From an optimization exercise on the open Yosys and OpenROAD flow, aimed at small area, a short achievable clock period and few clock cycles per item; shortcuts taken in it are not production practice. The RTL was checked by simulation tests, not by an equivalence proof against the original design. Power is estimated from default activity; no workload was simulated.

Setup of run 1:
Design MLP_RTL_IP_v1_0, start of the top module:
module MLP_RTL_IP_v1_0 (
    ACLK,
    ARESETN,
    S_AXIS_TREADY,
    S_AXIS_TDATA,
    S_AXIS_TLAST,
    S_AXIS_TVALID,
    M_AXIS_TVALID,
    M_AXIS_TDATA,
    M_AXIS_TLAST,
    M_AXIS_TREADY
);
    input         ACLK;
    input         ARESETN;
    output        S_AXIS_TREADY;
    input  [31:0] S_AXIS_TDATA;
    input         S_AXIS_TLAST;
    input         S_AXIS_TVALID;
    output        M_AXIS_TVALID;
    output [31:0] M_AXIS_TDATA;
    output        M_AXIS_TLAST;
    input         M_AXIS_TREADY;
    reg       par;       
    reg       run;       
    reg [2:0] wcnt;      
    reg       word1;     
    reg [2:0] cnt;       
    reg       ov;        
    wire take = ov & M_AXIS_TREADY;
    reg  rdy;            
    assign S_AXIS_TREADY = rdy;
    wire acc_in = S_AXIS_TVALID & rdy;
    wire [31:0] dn = ~S_AXIS_TDATA;
    wire       par_n   = ~par;
    wire       run_n   = run | (acc_in & ~run & wcnt == 3'd4);
    wire [2:0] wcnt_n  = wcnt + {2'd0, acc_in & ~run};
    wire       word1_n = word1 ^ (acc_in & run);
    wire [2:0] cnt_n   = cnt + {2'd0, acc_in & run & word1} - {2'd0, take};
    function rdy_of;
        input       run_x;
        input [2:0] wcnt_x;
        input       word1_x;
        input [2:0] cnt_x;
        begin
            if (!run_x)
                rdy_of = (wcnt_x == 3'd1 || wcnt_x == 3'd3) ? par_n : ~par_n;
            else if (word1_x)
                rdy_of = ~par_n & (cnt_x < 3'd5);
            else
                rdy_of = par_n;
        end
    endfunction
    wire       run_a   = run | (wcnt == 3'd4);
    wire [2:0] wcnt_a  = wcnt + {2'd0, ~run};
    wire       word1_a = word1 ^ run;
    wire [2:0] cnt_a   = cnt + {2'd0, run & word1};
    wire r00 = rdy_of(run,   wcnt,   word1,   cnt);
    wire r01 = rdy_of(run,   wcnt,   word1,   cnt - 3'd1);
    wire r10 = rdy_of(run_a, wcnt_a, word1_a, cnt_a);
    wire r11 = rdy_of(run_a, wcnt_a, word1_a, cnt_a - 3'd1);
    wire rdy_n = acc_in ? (take ? r11 : r10) : (take ? r01 : r00);
    wire ldw = ~run & rdy;
    reg [23:0] ra1, rb1, ra2, rb2;    
    reg [7:0]  a13, a23;              
    reg [7:0]  b1, b2, b3;
    reg [7:0]  rac, rbc;              
    always @(posedge ACLK) begin
        ra1 <= rb1;
        rb1 <= (ldw & (wcnt == 3'd0 | wcnt == 3'd1)) ? dn[31:8] : ra1;
        ra2 <= rb2;
  ...
Settings: LEC_CHECK=0, CAP_MARGIN=20, CORE_MARGIN=2, CORE_UTILIZATION=40, CTS_BUF_LIST=sky130_fd_sc_hd__clkbuf_8 sky130_fd_sc_hd__clkbuf_16, CTS_CLUSTER_DIAMETER=60, CTS_CLUSTER_SIZE=20, SETUP_SLACK_MARGIN=3.2, SLEW_MARGIN=20, SYNTH_HIERARCHICAL=1, SYNTH_MINIMUM_KEEP_SIZE=0; clock period 6.0 ns.
run.sh (not shown) runs the stock make flow with config.mk's settings and CLKGATE_MAP_FILE= SYNTH_SCRIPT=/design/flow/synth_recipe.tcl, a recipe that flattens the netlist after the stock synthesis.
No stage failed in run 1, and the final checks on the layout all came back clean.
Testbench counts of run 1, summed over its fixed seeds: cycles 2,152, items 1,024.
What run 2 does differently from run 1 at the input level:
--- a/flow/config.mk
+++ b/flow/config.mk
@@ -9,7 +9,7 @@
 export CORE_MARGIN = 2
 export CORE_UTILIZATION = 40
-export CTS_BUF_LIST = sky130_fd_sc_hd__clkbuf_8 sky130_fd_sc_hd__clkbuf_16
-export CTS_CLUSTER_DIAMETER = 60
-export CTS_CLUSTER_SIZE = 20
+export CTS_BUF_LIST = sky130_fd_sc_hd__clkbuf_16
+export CTS_CLUSTER_DIAMETER = 80
+export CTS_CLUSTER_SIZE = 30
 export SETUP_SLACK_MARGIN = 3.2
 export SLEW_MARGIN = 20
Results
The final layout from run 2, which completed every stage, passed the timing, design-rule and antenna checks at the end of the flow. Endpoint of the worst setup timing path: yo[6] -> run 2, n1.r1[24] -> run 1. Run 2 against run 1: global-route usage down 0.20 points, count of routing violations after the opening detailed-route iteration up 251, final critical-path setup slack down 0.017 ns, utilization down 0.30 points.
Relative to run 2, the following input files were edited for run 3:
--- a/flow/config.mk
+++ b/flow/config.mk
@@ -8,5 +8,5 @@
 export CAP_MARGIN = 20
 export CORE_MARGIN = 2
-export CORE_UTILIZATION = 40
+export CORE_UTILIZATION = 50
 export CTS_BUF_LIST = sky130_fd_sc_hd__clkbuf_16
 export CTS_CLUSTER_DIAMETER = 80
--- outcome ---
Run 3 ends up with a synthesis-to-finish area growth that is 0.50 points lower than in run 2.
Run 3: total leakage power is 0.68% higher than what run 2 reported.
Run 3 vs run 2, total iterations of the first detailed-routing run went down by 2.
Compared with run 2, in run 3 setup slack went down by 0.078 ns; area of the die fell by about 20%; portion of total power attributed to combinational logic down 3.6 points.
Taking run 2 as the reference point, the number of nets in the layout of run 3 rises by about 0.4%.
The inputs of run 4 differ from those of run 3 as listed below.
--- a/flow/config.mk
+++ b/flow/config.mk
@@ -6,7 +6,8 @@
 export NUM_CORES = 4
 export LEC_CHECK = 0
+export ABC_CLOCK_PERIOD_IN_PS = 2900
 export CAP_MARGIN = 20
 export CORE_MARGIN = 2
-export CORE_UTILIZATION = 50
+export CORE_UTILIZATION = 40
 export CTS_BUF_LIST = sky130_fd_sc_hd__clkbuf_16
 export CTS_CLUSTER_DIAMETER = 80
Results
In the tables for run 4 and run 3, required time at the endpoint of the critical path reads lower with run 4.
Of the two values seen for first element of the critical path, ls[2] was produced by run 4 and ls[8] by run 3.
Overall die width: run 4 higher than run 3
Relative to run 3, run 4 improves setup slack.
Compared with run 3, in run 4 multi-input gate share of the layout cell area was more or less identical; multiplexer share of the synthesized area essentially unchanged; worst setup slack after placement now sits higher.
Compared with run 3, run 4 shows clock period minus worst slack lower by 0.078 ns.
Setup changes, run 4 to run 5
--- a/flow/config.mk
+++ b/flow/config.mk
@@ -6,5 +6,4 @@
 export NUM_CORES = 4
 export LEC_CHECK = 0
-export ABC_CLOCK_PERIOD_IN_PS = 2900
 export CAP_MARGIN = 20
 export CORE_MARGIN = 2
@@ -13,5 +12,5 @@
 export CTS_CLUSTER_DIAMETER = 80
 export CTS_CLUSTER_SIZE = 30
-export SETUP_SLACK_MARGIN = 3.2
+export SETUP_SLACK_MARGIN = 3.3
 export SLEW_MARGIN = 20
 export SYNTH_HIERARCHICAL = 1
Results
Share of the clock period used by the worst path, run 5 and run 4, higher one = run 5. Run 5: quantity of gates resized following cts is 95 higher than what run 4 reported. In the flow results for run 5 and run 4, the minimum hold slack is smaller on run 5. Compared with run 4, run 5 degrades clock period minus final worst setup slack.

## static timing again, ports no longer ideal
How much do the figures lean on ideal ports? The routed layouts below were timed once more, with nothing changed but the port constraints. Step 1 (the two cells are an assumption about what drives the block):
set clk [get_ports {ACLK}]
set_driving_cell -lib_cell sky130_fd_sc_hd__clkbuf_16 $clk
set_driving_cell -lib_cell sky130_fd_sc_hd__buf_2 [delete_from_list [all_inputs] $clk]
Step 2 moves the port delays by t, midway between the first and last clock arrival at a register: inputs arrive t later, outputs are due t later. That takes back most of the time a late clock gives input paths. Slacks: ideal / step 1 / step 2; pairs: ideal / step 1.
run	t, ns	setup slack, ns	latest minus earliest clock arrival (ns)	worst slew at a driven data input, ns	cell pins on the clock port's net
run 1	0.663	3.132 / 3.132 / 2.665	0.031 / 0.031	0.09	1
run 2	0.661	3.115 / 3.115 / 2.671	0.033 / 0.033	0.09	1
run 3	0.695	3.037 / 3.037 / 2.644	0.048 / 0.047	0.14	1
run 4	0.661	3.115 / 3.115 / 2.671	0.033 / 0.033	0.09	1
run 5	0.667	3.092 / 3.092 / 2.725	0.036 / 0.037	0.11	1
After both steps setup and hold are still met in every run listed. For run 1, which loses most, drivers alone change the setup slack by 0.000 ns; drivers and shift together by -0.467 ns.
